From an optimization exercise on the open Yosys and OpenROAD flow, aimed at small area and a short achievable clock period; shortcuts taken in it are not production practice. The RTL was checked by simulation tests, not by an equivalence proof against the original design.

## flow/design.v (module list and top-level ports; edited modules follow where they fit)
// module vd_step1: 16 lines
// module vd_step2: 19 lines
// module vd_step3: 22 lines
// module vd_step4: 27 lines
// module vd_step5: 30 lines
// module vd_step6: 35 lines
// module vd_step7: 40 lines
// module vd_step8: 47 lines
// module vd_step9: 50 lines
// module vd_step10: 55 lines
// module vd_step11: 60 lines
// module vd_step12: 67 lines
// module vd_step13: 72 lines
// module vd_step14: 79 lines
// module vd_step15: 86 lines
// module vd_step16: 95 lines
// module vd_step17: 98 lines
// module vd_step18: 103 lines
// module vd_step19: 108 lines
// module vd_s1: 29 lines
// module vd_s2: 42 lines
// module vd_s3: 34 lines
// module signed_vector_division: 37 lines
module signed_vector_division(in_vector_1, in_vector_2, clk, out_vector);
  // ...
==> flow/run.sh <==
#!/bin/bash
# synth_recipe.tcl (not shown) runs the flow's synth.tcl, then flattens the netlist and writes it again
# the make line also repeats each setting of config.mk as NAME=value (left out here)
make -C /OpenROAD-flow-scripts/flow DESIGN_CONFIG=/design/flow/config.mk WORK_HOME=/design/flow/orfs CLKGATE_MAP_FILE= SYNTH_SCRIPT=/design/flow/synth_recipe.tcl finish
==> flow/config.mk <==
export PLATFORM = sky130hd
export DESIGN_NAME = signed_vector_division
export DESIGN_NICKNAME = signed_vector_division
export VERILOG_FILES = /design/flow/design.v
export SDC_FILE = /design/flow/constraint.sdc
export NUM_CORES = 4
export LEC_CHECK = 0
export CAP_MARGIN = 20
export CORE_MARGIN = 2
export CORE_UTILIZATION = 40
export SLEW_MARGIN = 20
==> flow/constraint.sdc <==
create_clock -name core_clock -period 80.0 [get_ports {clk}]
set_input_delay 16.0000 -clock core_clock [delete_from_list [all_inputs] [get_ports {clk}]]
set_output_delay 16.0000 -clock core_clock [all_outputs]
set_load 0.01 [all_outputs]
==> flow_summary.toml, run 1 <==
[synth]
synth.area.top_cells = "ha_1, fa_1, dfxtp_1"
synth_compound_area_frac = 0.209
yosys.area_share.simple = 0.148
synthXorXnorAreaFrac = 0.0763

[grt]
antenna_found_initial = 8

[placed_design]
pre_cts_slack_ns = 41.39
io_buffers = 171

[clock_network]
clock_sinks = 258
htreeDepth = 2

[final_layout]
area_growth_pct = 9.51
multi_input_area_share = 0.780
n_all_inverters = 555
fin_util = 0.442
top_regs = "c.m2_a x54, c.m2_b x54, c.r_b x54"
num_antenna_cells = 2
seq_share = 0.0873

[sta]
finalSetupViolCount = 0
hold_viol = 0

[outcome]
outcome = "complete, no violations"

[routing]
vias = 47200
wl_met1_um = 71900
route.top_layer_used = "met5"

[floorplanning]
die-area_um2 = 138000
==> inputs of run 2 (changes only) <==
--- a/flow/config.mk
+++ b/flow/config.mk
@@ -5,7 +5,8 @@
 export SDC_FILE = /design/flow/constraint.sdc
 export NUM_CORES = 4
 export LEC_CHECK = 0
+export ABC_AREA = 1
 export CAP_MARGIN = 20
 export CORE_MARGIN = 2
-export CORE_UTILIZATION = 40
-export SLEW_MARGIN = 20
+export CORE_UTILIZATION = 60
+export SLEW_MARGIN = 80
==> flow_summary.toml, run 2 <==
[outcome]
outcome = "complete, no violations"

[setup_path]
timing.rr.end = "c[0].r_b[3]"
worstRegToRegCells = 177
crit_fanout = 18
reg2reg_from = "c[0].m2_a[1]"
cp_common_cell = "nand2_1"
start_kind = "input port"
crit_path_end_kind = "flip-flop"
critPathSlowestCell = "fa_1"
worstPathArrival_ns = 31.31
crit_type = "in -> reg"
slowest_delay_ns = 0.47
reg2reg_setup_slack_ns = 51.77
required_ns = 80.49

[floorplanning]
core_um2 = 92100
die_w_um = 309
initial_core_util = 0.608
die_h_um = 309
rows = 111
io_pins = 172
die-area_um2 = 95700

[routing]
drc = 0
routedWlPerCell_um = 15.2
drtIter0Drc = 3144
drtAntennaViolNets = 0
vias = 52600
totalWireLength_um = 148000
first_pass_iters = 6
viasPerCell = 5.43

[final_layout]
multi_input_area_um2 = 46500
top_regs = "c.m2_a x54, c.m2_b x54, c.r_b x54"
area_growth_pct = 9.68
drive_gt1_frac = 0.0987
fin_util = 0.666
layout_commonest_cell = "nand2_1"
fillers = 8457
stdcell_count = 9695
final_cell_mix = "nand2_1, inv_1, ha_1"
final_nets = 9739
final_cell_area_um2 = 61400
regArea_um2 = 5280

[sta]
hold_viol = 0
rsz0062_at_grt = "false"
worst_pin_slew_ns = 0.303
period_share = 0.385
fmax_ghz = 0.0324
setup_ws_ns = 49.18
period_minus_slack_ns = 30.82
finalSetupViolCount = 0
slew-limit-headroom = 0.798
finClkSkew_ns = 0.0200
drv_slew = 0
holdWs_ns = 0.327
final.setup.tns_ns = 0

[clock_network]
htreeDepth = 2
clock_sinks = 258
path_clk_slew_ns = 0.06
post_cts_resized = 0
clockBufferDepth = 3
insertion_delay_ns = 0.61
cts_tree = "built"
cts_made_buffers = 35
holdBufCountCts = 0
post_cts_buffers = 0
clock-root-buffer = "clkbuf_16"

[synth]
synthArstFlopShare = 0
synth_cell_types = 65
yosys.area.top_type = "ha_1"
synth_edf_count = 0
synthCells = 8301
synth_ff_type = "dfxtp_1"
mappedNetlistArea_um2 = 55900
syn_nets = 9616
synth.area.top_cells = "ha_1, nand2_1, fa_1"
synth_top_area_share = 0.203
synth_most_common_cell = "nand2_1"
ys_ff_latch = 258
seq_area_frac_synth = 0.0923
synth_common_cells = "nand2_1, inv_1, ha_1, nand3_1, o21ai_0"
avgSynthCellArea_um2 = 6.74
ys_warn_count = 1

[placed_design]
pre_cts_slack_ns = 48.30
dpl_cell_area_um2 = 59600
io_buffers = 171
gp_congestion = 0.914
dp_hpwl_um = 123000
dp_cells = 9615

[hold_path]
min_from = "c[2].s_a"
hold_depth = 0
min-delay-path-class = "reg -> reg"
min_to = "c[2].s_b"

[job]
maxCapViolCount = 0

[grt]
antenna_found_initial = 0
grt.total_usage = 0.309
grt_pass1_wl_um = 245000
grt_max_degree = 32
grt-ovfl-total = 0
grt_pass1_vias = 49800
run 2: per-layer routing:
metal	GRT usage	up-vias	routed length, um	share of wire
met4	0.0723	0	2980	0.020
met2	0.535	982	69800	0.47
met3	0.0268	176	6060	0.041
li1	-	27300	-	-
met1	0.416	24100	68600	0.47
met5	0	-	0	0
run 2: how the worst max path moves through the flow:
| stage | start | slack, ns | end |
|---|---|---|---|
| 4_1_cts | in_vector_2[29] | 48.80 | c[1].r_a[5] |
| 6_report | in_vector_2[29] | 49.18 | c[1].r_a[5] |
| 3_3_place_gp | in_vector_2[31] | 47.36 | c[1].r_a[5] |
| 5_1_grt | in_vector_2[29] | 47.57 | c[1].r_a[5] |
| 3_5_place_dp | in_vector_2[29] | 48.30 | c[1].r_a[5] |
| 2_1_floorplan | in_vector_2[29] | 50.10 | c[1].r_a[0] |
run 2: worst max-delay path, delay by kind of cell:
family                   cells  cell delay, ns
AO/OA/AOI/OAI               22            3.76
AND/OR/NAND/NOR             44            5.19
adder cells (fa/ha/maj)     14            5.09
buffers and inverters       10            1.28
run 2: layout make-up:
class,count,area share
tap,1243,0.0253
clock inverter,19,0.00308
timing repair buffer,261,0.0381
sequential,258,0.0860
clock buffer,44,0.0153
antenna,2,0.0000816
multi-input combinational,6700,0.758
inverter,1168,0.0740
run 2: logic make-up (layout without fill, tap and decap cells):
kind of cell / count (synthesis) / after routing / synth area share
compound gates: 1047 / 1047 / 0.111
xor+xnor: 476 / 476 / 0.0745
fa+ha+maj: 1200 / 1200 / 0.307
buf+inv: 1343 / 1492 / 0.0957
flops: 258 / 258 / 0.0923
mux: 10 / 10 / 0.00179
other cells: 0 / 2 / 0
simple gates: 3967 / 3967 / 0.317
==> module vd_s1, before the edit <==
module vd_s1 (
  input  [17:0] din,
  input  [17:0] m2,
  output [9:0] rout,
  output [7:0] dout
);
  wire [0:0] r1; wire g1;
  vd_step1 s1 (.t(din[17]), .m2(m2), .r(r1), .ge(g1));
  wire [1:0] r2; wire g2;
  vd_step2 s2 (.t({r1, din[16]}), .m2(m2), .r(r2), .ge(g2));
  wire [2:0] r3; wire g3;
  vd_step3 s3 (.t({r2, din[15]}), .m2(m2), .r(r3), .ge(g3));
  wire [3:0] r4; wire g4;
  vd_step4 s4 (.t({r3, din[14]}), .m2(m2), .r(r4), .ge(g4));
  wire [4:0] r5; wire g5;
  vd_step5 s5 (.t({r4, din[13]}), .m2(m2), .r(r5), .ge(g5));
  wire [5:0] r6; wire g6;
  vd_step6 s6 (.t({r5, din[12]}), .m2(m2), .r(r6), .ge(g6));
  wire [6:0] r7; wire g7;
  vd_step7 s7 (.t({r6, din[11]}), .m2(m2), .r(r7), .ge(g7));
  wire [7:0] r8; wire g8;
  vd_step8 s8 (.t({r7, din[10]}), .m2(m2), .r(r8), .ge(g8));
  wire [8:0] r9; wire g9;
  vd_step9 s9 (.t({r8, din[9]}), .m2(m2), .r(r9), .ge(g9));
  wire [9:0] r10; wire g10;
  vd_step10 s10 (.t({r9, din[8]}), .m2(m2), .r(r10), .ge(g10));
  assign rout = r10;
  assign dout = din[7:0];
endmodule
==> module vd_s2, before the edit <==
module vd_s2 (
  input  [9:0] rin,
  input  [7:0] din,
  input  [17:0] m2,
  output [17:0] rout,
  output [11:0] qout
);
  wire [10:0] r11; wire g11;
  vd_step11 s11 (.t({rin, din[7]}), .m2(m2), .r(r11), .ge(g11));
  wire [11:0] r12; wire g12;
  vd_step12 s12 (.t({r11, din[6]}), .m2(m2), .r(r12), .ge(g12));
  wire [12:0] r13; wire g13;
  vd_step13 s13 (.t({r12, din[5]}), .m2(m2), .r(r13), .ge(g13));
  wire [13:0] r14; wire g14;
  vd_step14 s14 (.t({r13, din[4]}), .m2(m2), .r(r14), .ge(g14));
  wire [14:0] r15; wire g15;
  vd_step15 s15 (.t({r14, din[3]}), .m2(m2), .r(r15), .ge(g15));
  wire [15:0] r16; wire g16;
  vd_step16 s16 (.t({r15, din[2]}), .m2(m2), .r(r16), .ge(g16));
  wire [16:0] r17; wire g17;
  vd_step17 s17 (.t({r16, din[1]}), .m2(m2), .r(r17), .ge(g17));
  wire [17:0] r18; wire g18;
  vd_step18 s18 (.t({r17, din[0]}), .m2(m2), .r(r18), .ge(g18));
  wire [17:0] r19; wire g19;
  wire [18:0] x19;
  vd_step19 s19 (.t({r18, 1'b0}), .m2(m2), .r(x19), .ge(g19));
  assign r19 = x19[17:0];
  wire [17:0] r20; wire g20;
  wire [18:0] x20;
  vd_step19 s20 (.t({r19, 1'b0}), .m2(m2), .r(x20), .ge(g20));
  assign r20 = x20[17:0];
  wire [17:0] r21; wire g21;
  wire [18:0] x21;
  vd_step19 s21 (.t({r20, 1'b0}), .m2(m2), .r(x21), .ge(g21));
  assign r21 = x21[17:0];
  wire [17:0] r22; wire g22;
  wire [18:0] x22;
  vd_step19 s22 (.t({r21, 1'b0}), .m2(m2), .r(x22), .ge(g22));
  assign r22 = x22[17:0];
  assign rout = r22;
  assign qout = {g11, g12, g13, g14, g15, g16, g17, g18, g19, g20, g21, g22};
endmodule
==> module signed_vector_division, before the edit <==
module signed_vector_division(in_vector_1, in_vector_2, clk, out_vector);
  input clk;
  input  [56:0] in_vector_1, in_vector_2;
  output [56:0] out_vector;
  genvar i;
  generate
    for (i = 0; i < 3; i = i + 1) begin : c
      wire [17:0] m1 = in_vector_1[19*i+17:19*i];
      wire [17:0] m2 = in_vector_2[19*i+17:19*i];
      reg s_a, s_b;
      reg [17:0] m2_a, m2_b;
      reg [9:0] r_a;
      reg [7:0] d_a;
      wire [9:0] r_an;
      wire [7:0] d_an;
      reg [17:0] r_b;
      reg [11:0] q_b;
      wire [17:0] r_bn;
      wire [11:0] q_bn;
      vd_s1 u1 (.din(m1), .m2(m2), .rout(r_an), .dout(d_an));
      vd_s2 u2 (.rin(r_a), .din(d_a), .m2(m2_a), .rout(r_bn), .qout(q_bn));
      wire [17:0] r_o; wire [17:0] q_o;
      vd_s3 u3 (.rin(r_b), .qin(q_b), .m2(m2_b), .rout(r_o), .qout(q_o));
      always @(posedge clk) begin
        s_a <= in_vector_1[19*i+18] ^ in_vector_2[19*i+18];
        s_b <= s_a;
        m2_a <= m2;
        m2_b <= m2_a;
        r_a <= r_an;
        r_b <= r_bn;
        d_a <= d_an;
        q_b <= q_bn;
      end
      assign out_vector[19*i+18:19*i] = {s_b, q_o};
    end
  endgenerate
endmodule
==> inputs of run 3 (changes only) <==
--- a/flow/design.v
+++ b/flow/design.v
@@ -1110,8 +1110,8 @@
 module vd_s1 (
   input  [17:0] din,
   input  [17:0] m2,
-  output [9:0] rout,
-  output [7:0] dout
+  output [8:0] rout,
+  output [8:0] dout
 );
   wire [0:0] r1; wire g1;
   vd_step1 s1 (.t(din[17]), .m2(m2), .r(r1), .ge(g1));
@@ -1131,20 +1131,20 @@
   vd_step8 s8 (.t({r7, din[10]}), .m2(m2), .r(r8), .ge(g8));
   wire [8:0] r9; wire g9;
   vd_step9 s9 (.t({r8, din[9]}), .m2(m2), .r(r9), .ge(g9));
-  wire [9:0] r10; wire g10;
-  vd_step10 s10 (.t({r9, din[8]}), .m2(m2), .r(r10), .ge(g10));
-  assign rout = r10;
-  assign dout = din[7:0];
+  assign rout = r9;
+  assign dout = din[8:0];
 endmodule
 module vd_s2 (
-  input  [9:0] rin,
-  input  [7:0] din,
+  input  [8:0] rin,
+  input  [8:0] din,
   input  [17:0] m2,
   output [17:0] rout,
   output [11:0] qout
 );
+  wire [9:0] r10; wire g10;
+  vd_step10 s10 (.t({rin, din[8]}), .m2(m2), .r(r10), .ge(g10));
   wire [10:0] r11; wire g11;
-  vd_step11 s11 (.t({rin, din[7]}), .m2(m2), .r(r11), .ge(g11));
+  vd_step11 s11 (.t({r10, din[7]}), .m2(m2), .r(r11), .ge(g11));
   wire [11:0] r12; wire g12;
   vd_step12 s12 (.t({r11, din[6]}), .m2(m2), .r(r12), .ge(g12));
   wire [12:0] r13; wire g13;
@@ -1223,10 +1223,10 @@
       wire [17:0] m2 = in_vector_2[19*i+17:19*i];
       reg s_a, s_b;
       reg [17:0] m2_a, m2_b;
-      reg [9:0] r_a;
-      reg [7:0] d_a;
-      wire [9:0] r_an;
-      wire [7:0] d_an;
+      reg [8:0] r_a;
+      reg [8:0] d_a;
+      wire [8:0] r_an;
+      wire [8:0] d_an;
       reg [17:0] r_b;
       reg [11:0] q_b;
       wire [17:0] r_bn;
--- a/flow/config.mk
+++ b/flow/config.mk
@@ -8,5 +8,5 @@
 export ABC_AREA = 1
 export CAP_MARGIN = 20
 export CORE_MARGIN = 2
-export CORE_UTILIZATION = 60
-export SLEW_MARGIN = 80
+export CORE_UTILIZATION = 55
+export SLEW_MARGIN = 20
==> flow_summary.toml, run 3 <==
[routing]
drtIter0Drc = 2991
drc = 0
viasPerCell = 5.36
totalWireLength_um = 146000
drtAntennaViolNets = 0
routedWlPerCell_um = 15.2
first_pass_iters = 8
vias = 51600

[job]
maxCapViolCount = 0

[setup_path]
worstRegToRegCells = 186
required_ns = 64.00
critPathTopFamily = "compound AO/OA/AOI/OAI gates"
critPathSlowestCell = "o311ai_0"
crit_fanout = 31
cp_common_cell = "nand2_1"
timing.rr.end = "c[1].r_b[6]"
start_kind = "flip-flop"
worstPathArrival_ns = 17.92
path_buf_inv = 10
slowest_delay_ns = 0.84
crit_path_end_kind = "output pin"
reg2reg_setup_slack_ns = 46.15
crit_type = "reg -> out"
reg2reg_from = "c[1].m2_a[0]"

[floorplanning]
die_w_um = 321
die_h_um = 321
core_um2 = 99900
io_pins = 172
rows = 116
initial_core_util = 0.553
die-area_um2 = 103000

[clock_network]
clock_sinks = 258
path_clk_slew_ns = 0.07
insertion_delay_ns = 0.61
clockBufferDepth = 3
post_cts_resized = 0
clock-root-buffer = "clkbuf_16"
htreeDepth = 2
holdBufCountCts = 0
post_cts_buffers = 0
cts_made_buffers = 36
cts_tree = "built"

[sta]
period_share = 0.424
rsz0062_at_grt = "false"
worst_pin_slew_ns = 0.980
drv_slew = 0
period_minus_slack_ns = 33.92
finalSetupViolCount = 0
slew-limit-headroom = 0.338
hold_viol = 0
final.setup.tns_ns = 0
fmax_ghz = 0.0295
finClkSkew_ns = 0.0369

[synth]
synthXorXnorAreaFrac = 0.0746
synth_top_area_share = 0.206
synth_edf_count = 0
synth_compound_area_frac = 0.107
synthCells = 8230
synth_common_cells = "nand2_1, inv_1, ha_1, nand3_1, a21oi_1"
yosys.area.top_type = "ha_1"
synthArstFlopShare = 0
avgSynthCellArea_um2 = 6.71
mappedNetlistArea_um2 = 55200
syn_nets = 9545
synth_cell_types = 60
synth_fa_ha_area_frac = 0.312
ys_warn_count = 1
synth_ff_type = "dfxtp_1"
synth_mux_area_frac = 0.00301
synth.area.top_cells = "ha_1, nand2_1, fa_1"
synth_top_family_by_area = "simple AND/OR/NAND/NOR gates"
seq_area_frac_synth = 0.0936
synth_most_common_cell = "nand2_1"
ys_ff_latch = 258
yosys.area_share.simple = 0.318

[grt]
antenna_found_initial = 6
grt.total_usage = 0.284
grt-ovfl-total = 0
grt_max_degree = 32
grt_pass1_vias = 48600
grt_pass1_wl_um = 242000

[final_layout]
final_nets = 9613
area_growth_pct = 7.19
layout_commonest_cell = "nand2_1"
drive_gt1_frac = 0.0454
top_regs = "c.m2_a x54, c.m2_b x54, c.r_b x54"
final_cell_mix = "nand2_1, inv_1, ha_1"
final_cell_area_um2 = 59200

[placed_design]
gp_congestion = 0.935
dpl_cell_area_um2 = 57800
io_buffers = 171
dp_hpwl_um = 122000

[hold_path]
hold_depth = 0
min-delay-path-class = "reg -> reg"
min_to = "c[2].s_b"
min_from = "c[2].s_a"

[outcome]
outcome = "complete, no violations"
==> run 3: cell count changes after synthesis, sizes merged, moves of 10 or more <==
cell / previous run / this run
nand3b: 64 / 42
inv: 1166 / 1115
nand2: 2370 / 2407
nand3: 908 / 933
and2: 106 / 92
a21o: 62 / 52
==> run 3: kinds of logic after synthesis <==
| logic type | count (synthesis) |
|---|---|
| multiplexers | 16 |
| AO/OA/AOI/OAI | 1016 |
| buffers and inverters | 1287 |
| AND/OR/NAND/NOR | 3983 |
| XOR/XNOR | 470 |
| flip-flops | 258 |
| adder cells (fa/ha/maj) | 1200 |
==> run 3: routing by layer <==
layer	vias to the layer above	global-route usage	wire length, um
li1	26900	-	-
met1	23500	0.387	69100
met2	918	0.476	66200
met3	191	0.0302	6930
met4	10	0.0835	4080
met5	-	0	57
==> run 3: cell type report <==
| class | count | area (um^2) |
|---|---|---|
| sequential | 258 | 5160 |
| tap | 1298 | 1620 |
| inverter | 1117 | 4190 |
| antenna | 1 | 2.50 |
| clock buffer | 41 | 982 |
| fill | 9710 | 40700 |
| timing repair buffer | 200 | 1930 |
| multi-input combinational | 6685 | 44900 |
| clock inverter | 25 | 350 |
==> run 3: worst max-delay path by stage <==
stage	to	slack (ns)	depth (start not counted)	start
6_report	out_vector[19]	46.08	81	c[1].m2_b[0]
5_1_grt	c[1].r_b[16]	42.13	191	c[1].m2_a[0]
4_1_cts	out_vector[19]	46.10	81	c[1].m2_b[0]
3_5_place_dp	c[1].r_b[15]	46.21	188	c[1].m2_a[0]
3_3_place_gp	c[1].r_b[6]	46.30	188	c[1].m2_a[0]
2_1_floorplan	out_vector[19]	51.09	91	c[1].m2_b[0]
==> run 3: metrics by stage <==
stage	cells	setup WS, ns	utilization	hold WS (ns)
after global placement	9558	46.30	0.579	0.311
after CTS	9624	46.10	0.593	0.310
after global routing	9624	42.13	0.593	0.314
after floorplan	8230	51.09	-	0.310
final	9625	46.08	0.593	0.312
after detailed placement	9558	46.21	0.579	0.313
==> inputs of run 4 (changes only) <==
--- a/flow/config.mk
+++ b/flow/config.mk
@@ -8,5 +8,5 @@
 export ABC_AREA = 1
 export CAP_MARGIN = 20
 export CORE_MARGIN = 2
-export CORE_UTILIZATION = 55
-export SLEW_MARGIN = 20
+export CORE_UTILIZATION = 60
+export SLEW_MARGIN = 80
==> flow_summary.toml, run 4 <==
[final_layout]
final_cell_area_um2 = 60900
layout_commonest_cell = "nand2_1"
final_nets = 9691
stdcell_count = 9592
fillers = 8323
drive_gt1_frac = 0.0914
top_regs = "c.m2_a x54, c.m2_b x54, c.r_b x54"
final_cell_mix = "nand2_1, inv_1, ha_1"
area_growth_pct = 10.4
fin_util = 0.667

[clock_network]
htreeDepth = 2
clock_sinks = 258
clock-root-buffer = "clkbuf_16"
holdBufCountCts = 0
insertion_delay_ns = 0.60
cts_made_buffers = 36
clockBufferDepth = 3
post_cts_buffers = 0
cts_tree = "built"
post_cts_resized = 0
path_clk_slew_ns = 0.06

[sta]
finClkSkew_ns = 0.0326
drv_slew = 0
finalSetupViolCount = 0
final.setup.tns_ns = 0
holdWs_ns = 0.326
fmax_ghz = 0.0320
period_minus_slack_ns = 31.29
rsz0062_at_grt = "false"
setup_ws_ns = 48.71
hold_viol = 0
slew-limit-headroom = 0.798
worst_pin_slew_ns = 0.300
period_share = 0.391

[hold_path]
min_to = "c[2].s_b"
min_from = "c[2].s_a"
min-delay-path-class = "reg -> reg"
hold_depth = 0

[synth]
synthCells = 8230
synth_common_cells = "nand2_1, inv_1, ha_1, nand3_1, a21oi_1"
synth_most_common_cell = "nand2_1"
avgSynthCellArea_um2 = 6.71
seq_area_frac_synth = 0.0936
synth_edf_count = 0
synth_ff_type = "dfxtp_1"
syn_nets = 9545
yosys.area.top_type = "ha_1"
synthArstFlopShare = 0
mappedNetlistArea_um2 = 55200
ys_ff_latch = 258
synth_cell_types = 60
ys_warn_count = 1
synth.area.top_cells = "ha_1, nand2_1, fa_1"
synth_top_area_share = 0.206

[grt]
grt_max_degree = 32
grt_pass1_vias = 49900
grt_pass1_wl_um = 240000
grt.total_usage = 0.303
antenna_found_initial = 7
grt-ovfl-total = 0

[setup_path]
crit_path_end_kind = "flip-flop"
critPathSlowestCell = "clkdlybuf4s50_1"
slowest_delay_ns = 0.50
cp_common_cell = "nand2_1"
start_kind = "flip-flop"
worstPathArrival_ns = 31.83
required_ns = 80.54
worstRegToRegCells = 196
reg2reg_setup_slack_ns = 48.71
reg2reg_from = "c[1].m2_a[0]"
timing.rr.end = "c[1].r_b[2]"
crit_fanout = 19
crit_type = "reg -> reg"

[floorplanning]
die_w_um = 307
die-area_um2 = 94500
die_h_um = 307
io_pins = 172
initial_core_util = 0.604
rows = 111
core_um2 = 91400

[routing]
met2_length_um = 66700
totalWireLength_um = 143000
wl_met3_um = 6750
vias = 52400
routedWlPerCell_um = 14.9
drtIter0Drc = 2836
viasPerCell = 5.46
wl_met1_um = 65600
drc = 0
first_pass_iters = 6
route.top_layer_used = "met5"
drtAntennaViolNets = 0

[placed_design]
io_buffers = 171
pre_cts_slack_ns = 49.13
dp_hpwl_um = 119000
gp_congestion = 0.922
dp_cells = 9500
dpl_cell_area_um2 = 59000

[outcome]
outcome = "complete, no violations"

[job]
maxCapViolCount = 0
-- run 4: cell types whose count changed in the layout (fill, tap and decap cells not counted), moves of 28 or more --
cell	change
o21ai_0	-237
inv_2	+53
inv_4	+28
inv_1	-100
o21ai_2	+37
buf_2	+46
dfxtp_1	-43
a211oi_1	-32
o21ai_1	+199
-- run 4: metal layers --
layer,track usage,vias up
met3,0.0376,234
li1,-,27100
met5,0,-
met2,0.525,985
met1,0.397,24000
met4,0.0816,10
-- run 4: layout make-up --
class	instances	area, um^2	area share
Clock buffer	50	1100	0.0180
Sequential cell	258	5260	0.0863
Tap cell	1186	1480	0.0243
Antenna cell	2	5.00	0.0000821
Multi-Input combinational cell	6685	46100	0.757
Inverter	1117	4310	0.0707
Timing Repair Buffer	278	2460	0.0404
Clock inverter	16	186	0.00306
-- run 4: worst max-delay path: cells and delay by family, from the launching register on --
kind | cells | cell delay (ns)
simple gates | 101 | 11.46
buf+inv | 32 | 4.75
compound gates | 40 | 6.09
flops | 1 | 0.32
fa+ha+maj | 23 | 8.58
-- run 4: worst max path at each step --
| stage | from | end | slack (ns) |
|---|---|---|---|
| after floorplan | c[1].m2_b[0] | out_vector[19] | 51.09 |
| after global placement | c[1].m2_a[1] | c[1].r_b[11] | 46.27 |
| after detailed placement | c[2].m2_a[0] | c[2].r_b[2] | 49.13 |
| after CTS | c[2].m2_a[0] | c[2].r_b[6] | 48.96 |
| after global routing | c[2].d_a[8] | c[2].r_b[6] | 45.87 |
| final | c[1].m2_a[0] | c[1].r_b[2] | 48.71 |
-- run 4: cells by family after synthesis --
| logic type | count (synthesis) | synth area share |
|---|---|---|
| flops | 258 | 0.0936 |
| fa+ha+maj | 1200 | 0.312 |
| simple gates | 3983 | 0.318 |
| mux | 16 | 0.00301 |
| buf+inv | 1287 | 0.0927 |
| compound gates | 1016 | 0.107 |
| xor+xnor | 470 | 0.0746 |
==> inputs of run 5 (changes only) <==
--- a/flow/config.mk
+++ b/flow/config.mk
@@ -8,5 +8,5 @@
 export ABC_AREA = 1
 export CAP_MARGIN = 20
 export CORE_MARGIN = 2
-export CORE_UTILIZATION = 60
+export CORE_UTILIZATION = 70
 export SLEW_MARGIN = 80
==> flow_summary.toml, run 5 <==
[setup_path]
cp_common_cell = "nand2_1"
worstRegToRegCells = 198
required_ns = 80.52
critPathSlowestCell = "clkdlybuf4s50_1"
crit_type = "reg -> reg"
slowest_delay_ns = 0.50
worstPathArrival_ns = 32.48
crit_path_end_kind = "flip-flop"
start_kind = "flip-flop"
crit_fanout = 19

[job]
maxCapViolCount = 0

[sta]
finClkSkew_ns = 0.0360
hold_viol = 0
final.setup.tns_ns = 0
rsz0062_at_grt = "false"
worst_pin_slew_ns = 0.325
slew-limit-headroom = 0.783
finalSetupViolCount = 0
fmax_ghz = 0.0313
period_minus_slack_ns = 31.96
drv_slew = 0
period_share = 0.400

[floorplanning]
die-area_um2 = 81100
core_um2 = 77700
rows = 102
die_w_um = 285
die_h_um = 285
io_pins = 172
initial_core_util = 0.710

[routing]
first_pass_iters = 7
drtAntennaViolNets = 0
vias = 54100
drtIter0Drc = 3209
totalWireLength_um = 147000
viasPerCell = 5.72
drc = 0
routedWlPerCell_um = 15.5

[synth]
synth.area.top_cells = "ha_1, nand2_1, fa_1"
synth_edf_count = 0
ys_warn_count = 1
mappedNetlistArea_um2 = 55200
seq_area_frac_synth = 0.0936
yosys.area.top_type = "ha_1"
synthCells = 8230
avgSynthCellArea_um2 = 6.71
synth_ff_type = "dfxtp_1"
synth_common_cells = "nand2_1, inv_1, ha_1, nand3_1, a21oi_1"
synth_top_area_share = 0.206
synthArstFlopShare = 0
syn_nets = 9545
ys_ff_latch = 258
synth_cell_types = 60
synth_most_common_cell = "nand2_1"

[placed_design]
io_buffers = 171
dp_hpwl_um = 121000
gp_congestion = 0.954

[clock_network]
clock_sinks = 258
insertion_delay_ns = 0.58
clock-root-buffer = "clkbuf_16"
post_cts_buffers = 0
post_cts_resized = 0
clockBufferDepth = 3
path_clk_slew_ns = 0.06
htreeDepth = 2
holdBufCountCts = 0
cts_made_buffers = 35
cts_tree = "built"

[grt]
grt.total_usage = 0.356
grt-ovfl-total = 0
grt_pass1_wl_um = 243000
grt_pass1_vias = 51600
grt_max_degree = 32
antenna_found_initial = 3

[outcome]
outcome = "complete, no violations"

[final_layout]
area_growth_pct = 9.77
final_cell_mix = "nand2_1, inv_1, ha_1"
layout_commonest_cell = "nand2_1"
top_regs = "c.m2_a x54, c.m2_b x54, c.r_b x54"
final_nets = 9694
drive_gt1_frac = 0.0888
fin_util = 0.780
fillers = 6114

[hold_path]
min-delay-path-class = "reg -> reg"
hold_depth = 0
[run 5: changes by cell type in the layout (fill, tap and decap cells not counted), sizes merged]
cell and delta:
buf +9, clkdlybuf4s15 -2, clkdlybuf4s50 -4, diode -1, inv -2
[run 5: worst max-delay path, delay by kind of cell (launching register included)]
kind / cells / cell delay (ns)
and+or+nand+nor: 100 / 11.22
adders and majority gates: 22 / 8.27
AOI/OAI and AO/OA: 42 / 6.57
buffers and inverters: 34 / 5.50
DFF: 1 / 0.31
[run 5: layer usage]
metal | GRT usage | wire [um] | vias to the layer above
met5 | 0 | 11 | -
met4 | 0.143 | 5830 | 2
met3 | 0.0457 | 9760 | 365
met2 | 0.600 | 67800 | 1651
met1 | 0.460 | 63400 | 24900
li1 | - | - | 27100
[run 5: cells by family (layout without fill, tap and decap cells)]
logic type | count (synthesis) | in the layout | share of synthesized area
other | 0 | 1 | 0
XOR/XNOR | 470 | 470 | 0.0746
adder cells (fa/ha/maj) | 1200 | 1200 | 0.312
multiplexers | 16 | 16 | 0.00301
AND/OR/NAND/NOR | 3983 | 3983 | 0.318
buffers and inverters | 1287 | 1462 | 0.0927
AO/OA/AOI/OAI | 1016 | 1016 | 0.107
flip-flops | 258 | 258 | 0.0936
[run 5: stage by stage]
stage               hold slack (ns)  setup slack [ns]  instances  instance area (um^2)
floorplan                     0.310             51.09       8230                 55200
global placement              0.309             46.54       9313                 57600
detailed placement            0.314             48.63       9363                 58700
CTS                           0.328             48.51       9426                 59900
global route                  0.332             45.59       9446                 60600
finish                        0.326             48.04       9446                 60600
[run 5: final timing paths]
check | end | from | slack (ns)
max reg2reg | c[1].r_b[3] | c[1].m2_a[0] | 48.04
min reg2reg | c[1].s_b | c[1].s_a | 0.33
max | c[1].r_b[3] | c[1].m2_a[0] | 48.04
min | c[1].s_b | c[1].s_a | 0.33
[run 5: final cells by class]
cell class | count | area [um^2] | area share
antenna | 1 | 2.50 | 0.0000413
inverter | 1117 | 4270 | 0.0704
tap | 1040 | 1300 | 0.0215
clock buffer | 49 | 1040 | 0.0172
sequential | 258 | 5240 | 0.0864
multi-input combinational | 6685 | 46100 | 0.761
timing repair buffer | 282 | 2490 | 0.0411
clock inverter | 14 | 156 | 0.00258
==> inputs of run 6 (changes only) <==
--- a/flow/design.v
+++ b/flow/design.v
@@ -1110,8 +1110,8 @@
 module vd_s1 (
   input  [17:0] din,
   input  [17:0] m2,
-  output [8:0] rout,
-  output [8:0] dout
+  output [9:0] rout,
+  output [7:0] dout
 );
   wire [0:0] r1; wire g1;
   vd_step1 s1 (.t(din[17]), .m2(m2), .r(r1), .ge(g1));
@@ -1131,20 +1131,20 @@
   vd_step8 s8 (.t({r7, din[10]}), .m2(m2), .r(r8), .ge(g8));
   wire [8:0] r9; wire g9;
   vd_step9 s9 (.t({r8, din[9]}), .m2(m2), .r(r9), .ge(g9));
-  assign rout = r9;
-  assign dout = din[8:0];
+  wire [9:0] r10; wire g10;
+  vd_step10 s10 (.t({r9, din[8]}), .m2(m2), .r(r10), .ge(g10));
+  assign rout = r10;
+  assign dout = din[7:0];
 endmodule
 module vd_s2 (
-  input  [8:0] rin,
-  input  [8:0] din,
+  input  [9:0] rin,
+  input  [7:0] din,
   input  [17:0] m2,
   output [17:0] rout,
   output [11:0] qout
 );
-  wire [9:0] r10; wire g10;
-  vd_step10 s10 (.t({rin, din[8]}), .m2(m2), .r(r10), .ge(g10));
   wire [10:0] r11; wire g11;
-  vd_step11 s11 (.t({r10, din[7]}), .m2(m2), .r(r11), .ge(g11));
+  vd_step11 s11 (.t({rin, din[7]}), .m2(m2), .r(r11), .ge(g11));
   wire [11:0] r12; wire g12;
   vd_step12 s12 (.t({r11, din[6]}), .m2(m2), .r(r12), .ge(g12));
   wire [12:0] r13; wire g13;
@@ -1223,10 +1223,10 @@
       wire [17:0] m2 = in_vector_2[19*i+17:19*i];
       reg s_a, s_b;
       reg [17:0] m2_a, m2_b;
-      reg [8:0] r_a;
-      reg [8:0] d_a;
-      wire [8:0] r_an;
-      wire [8:0] d_an;
+      reg [9:0] r_a;
+      reg [7:0] d_a;
+      wire [9:0] r_an;
+      wire [7:0] d_an;
       reg [17:0] r_b;
       reg [11:0] q_b;
       wire [17:0] r_bn;
==> flow/flow/run.sh (new file) <==
#!/bin/bash
# The standard layout (the standard.sh: standard synthesis, floorplan,
# placement, CTS, routing, finish) with only one change: ORFS's timing
# repair is asked to keep 50 ns of setup slack instead of 0, so that it sizes
# up the critical cells of the divider array.  Synthesis, constraints, clock
# period and every other setting are the standard flow's.
set -e
export SETUP_SLACK_MARGIN=50
bash standard.sh > standard.log 2>&1
==> flow/standard.sh (new file) <==
#!/bin/bash
# synth_recipe.tcl (not shown) runs the flow's synth.tcl, then flattens the netlist and writes it again
# the make line also repeats each setting of config.mk as NAME=value (left out here)
make -C /OpenROAD-flow-scripts/flow DESIGN_CONFIG=/design/flow/config.mk WORK_HOME=/design/flow/orfs CLKGATE_MAP_FILE= SYNTH_SCRIPT=/design/flow/synth_recipe.tcl "${@:-finish}"
--- a/flow/config.mk
+++ b/flow/config.mk
@@ -8,5 +8,5 @@
 export ABC_AREA = 1
 export CAP_MARGIN = 20
 export CORE_MARGIN = 2
-export CORE_UTILIZATION = 70
-export SLEW_MARGIN = 80
+export CORE_UTILIZATION = 60
+export SLEW_MARGIN = 20
removed: flow/run.sh
==> flow_summary.toml, run 6 <==
[synth]
yosys.area.top_type = "ha_1"
synthArstFlopShare = 0
synth_most_common_cell = "nand2_1"
synthXorXnorAreaFrac = 0.0745
mappedNetlistArea_um2 = 55900
ys_ff_latch = 258
yosys.area_share.simple = 0.317
synth.area.top_cells = "ha_1, nand2_1, fa_1"
synthCells = 8301
synth_common_cells = "nand2_1, inv_1, ha_1, nand3_1, o21ai_0"
synth_top_family_by_area = "simple AND/OR/NAND/NOR gates"
synth_cell_types = 65
syn_nets = 9616
synth_top_area_share = 0.203
synth_compound_area_frac = 0.111
synth_fa_ha_area_frac = 0.307
synth_mux_area_frac = 0.00179
synth_ff_type = "dfxtp_1"
synth_edf_count = 0
avgSynthCellArea_um2 = 6.74
ys_warn_count = 1
seq_area_frac_synth = 0.0923

[final_layout]
top_regs = "c.m2_a x54, c.m2_b x54, c.r_b x54"
area_growth_pct = 12.8
fin_util = 0.686
drive_gt1_frac = 0.113
multi_input_area_um2 = 46800
layout_commonest_cell = "nand2_1"
regArea_um2 = 5220
final_cell_mix = "nand2_1, inv_1, ha_1"
fillers = 8298
final_nets = 9926

[hold_path]
min-delay-path-class = "reg -> reg"
hold_depth = 0
min_to = "c[2].s_b"
min_from = "c[2].s_a"

[floorplanning]
io_pins = 172
die_h_um = 309
rows = 111
die_w_um = 309
die-area_um2 = 95700
core_um2 = 92100
initial_core_util = 0.608

[routing]
vias = 54000
routedWlPerCell_um = 15.6
drc = 0
drtIter0Drc = 3156
totalWireLength_um = 154000
drtAntennaViolNets = 0
first_pass_iters = 6
viasPerCell = 5.46

[setup_path]
crit_path_end_kind = "output pin"
crit_fanout = 22
critPathTopFamily = "simple AND/OR/NAND/NOR gates"
path_buf_inv = 14
required_ns = 64.00
start_kind = "flip-flop"
reg2reg_setup_slack_ns = 52.21
cp_common_cell = "nand2_1"
timing.rr.end = "c[2].r_b[16]"
worstRegToRegCells = 173
critPathSlowestCell = "clkdlybuf4s50_1"
reg2reg_from = "c[2].m2_a[8]"
worstPathArrival_ns = 13.20
slowest_delay_ns = 0.52
crit_type = "reg -> out"

[clock_network]
htreeDepth = 2
cts_tree = "built"
path_clk_slew_ns = 0.06
cts_made_buffers = 35
insertion_delay_ns = 0.61
clock_sinks = 258
holdBufCountCts = 0
clockBufferDepth = 3
clock-root-buffer = "clkbuf_16"

[grt]
antenna_found_initial = 1
grt_pass1_wl_um = 245000
grt-ovfl-total = 0
grt.total_usage = 0.310
grt_pass1_vias = 49800
grt_max_degree = 29

[placed_design]
io_buffers = 171
gp_congestion = 0.914
dp_hpwl_um = 122000

[sta]
drv_slew = 0
fmax_ghz = 0.0342
finalSetupViolCount = 0
period_share = 0.365
hold_viol = 0
period_minus_slack_ns = 29.20
worst_pin_slew_ns = 0.866
rsz0062_at_grt = "false"
slew-limit-headroom = 0.422
finClkSkew_ns = 0.0148
final.setup.tns_ns = 0

[outcome]
outcome = "complete, no violations"

[job]
maxCapViolCount = 0
==> run 6: layout make-up <==
cell class,instances,area share
Timing Repair Buffer,418,0.0585
Inverter,1168,0.0725
Multi-Input combinational cell,6715,0.741
Tap cell,1243,0.0246
Timing Repair inverter,15,0.00149
Clock inverter,20,0.00404
Antenna cell,1,0.0000396
Clock buffer,43,0.0151
Sequential cell,258,0.0827
==> run 6: worst max path at each step <==
stage                         start  depth (start not counted)            end
global placement    in_vector_2[31]                         89    c[1].r_a[5]
floorplan           in_vector_2[29]                         90    c[1].r_a[0]
finish                 c[0].m2_b[0]                         84  out_vector[0]
CTS                    c[0].m2_b[0]                         84  out_vector[0]
global route           c[0].m2_b[0]                         86  out_vector[0]
detailed placement  in_vector_2[33]                         88    c[1].r_a[1]
==> run 6: logic make-up (layout without fill, tap and decap cells) <==
| family | Yosys count | count (layout) |
|---|---|---|
| compound gates | 1047 | 1048 |
| simple gates | 3967 | 3981 |
| flops | 258 | 258 |
| buf+inv | 1343 | 1664 |
| fa+ha+maj | 1200 | 1200 |
| xor+xnor | 476 | 476 |
| mux | 10 | 10 |
| other cells | 0 | 1 |
==> run 6: repair_timing <==
action | CTS | global route
cloned | 13 | 17
pin swaps | 15 | 107
setup buffers | 42 | 183
resized for setup | 169 | 323
endpoints found under the setup margin | 91 | 91
==> run 6: layer usage <==
metal / global-route usage / vias up / part of all wire
li1: - / 27700 / -
met1: 0.413 / 25000 / 0.45
met2: 0.545 / 1104 / 0.48
met3: 0.0246 / 218 / 0.047
met4: 0.0739 / 0 / 0.023
met5: 0 / - / 0
==> run 6: metrics by stage <==
stage / cells / setup WS (ns) / cell area (um^2) / hold WS, ns
6_report: 9881 / 50.80 / 63100 / 0.328
5_1_grt: 9880 / 49.83 / 63100 / 0.330
4_1_cts: 9680 / 49.81 / 60500 / 0.329
3_5_place_dp: 9562 / 47.01 / 58400 / 0.316
3_3_place_gp: 9562 / 47.36 / 58400 / 0.310
2_1_floorplan: 8301 / 50.10 / 55900 / 0.310

==> what the ideal ports hide <==
How much do the figures lean on ideal ports? The routed layouts below were timed once more, with nothing changed but the port constraints.
Step 1, drivers: a clkbuf_16 drives clk and a buf_2 each remaining input, both assumed.
Step 2 times the ports against the registers' clock, not the clock port: input delays grow and output delays shrink by t, the midpoint of the rising clock arrivals with the driver on.
Slacks: ideal ports / drivers / drivers and shift; pairs: ideal ports / drivers.
run	t (ns)	slack for setup (ns)	worst register clock-pin slew, ns
run 1	0.668	41.245 / 41.245 / 41.245	0.06 / 0.06
run 2	0.669	49.177 / 49.229 / 48.560	0.07 / 0.07
run 3	0.670	46.079 / 46.004 / 46.147	0.07 / 0.07
run 4	0.665	48.710 / 48.710 / 48.710	0.07 / 0.07
run 5	0.628	48.038 / 48.038 / 48.038	0.07 / 0.07
run 6	0.667	50.798 / 50.732 / 50.263	0.07 / 0.07
After both steps setup and hold are still met in every run listed. For run 2, which loses most, drivers alone change the setup slack by +0.052 ns; drivers and shift together by -0.617 ns.
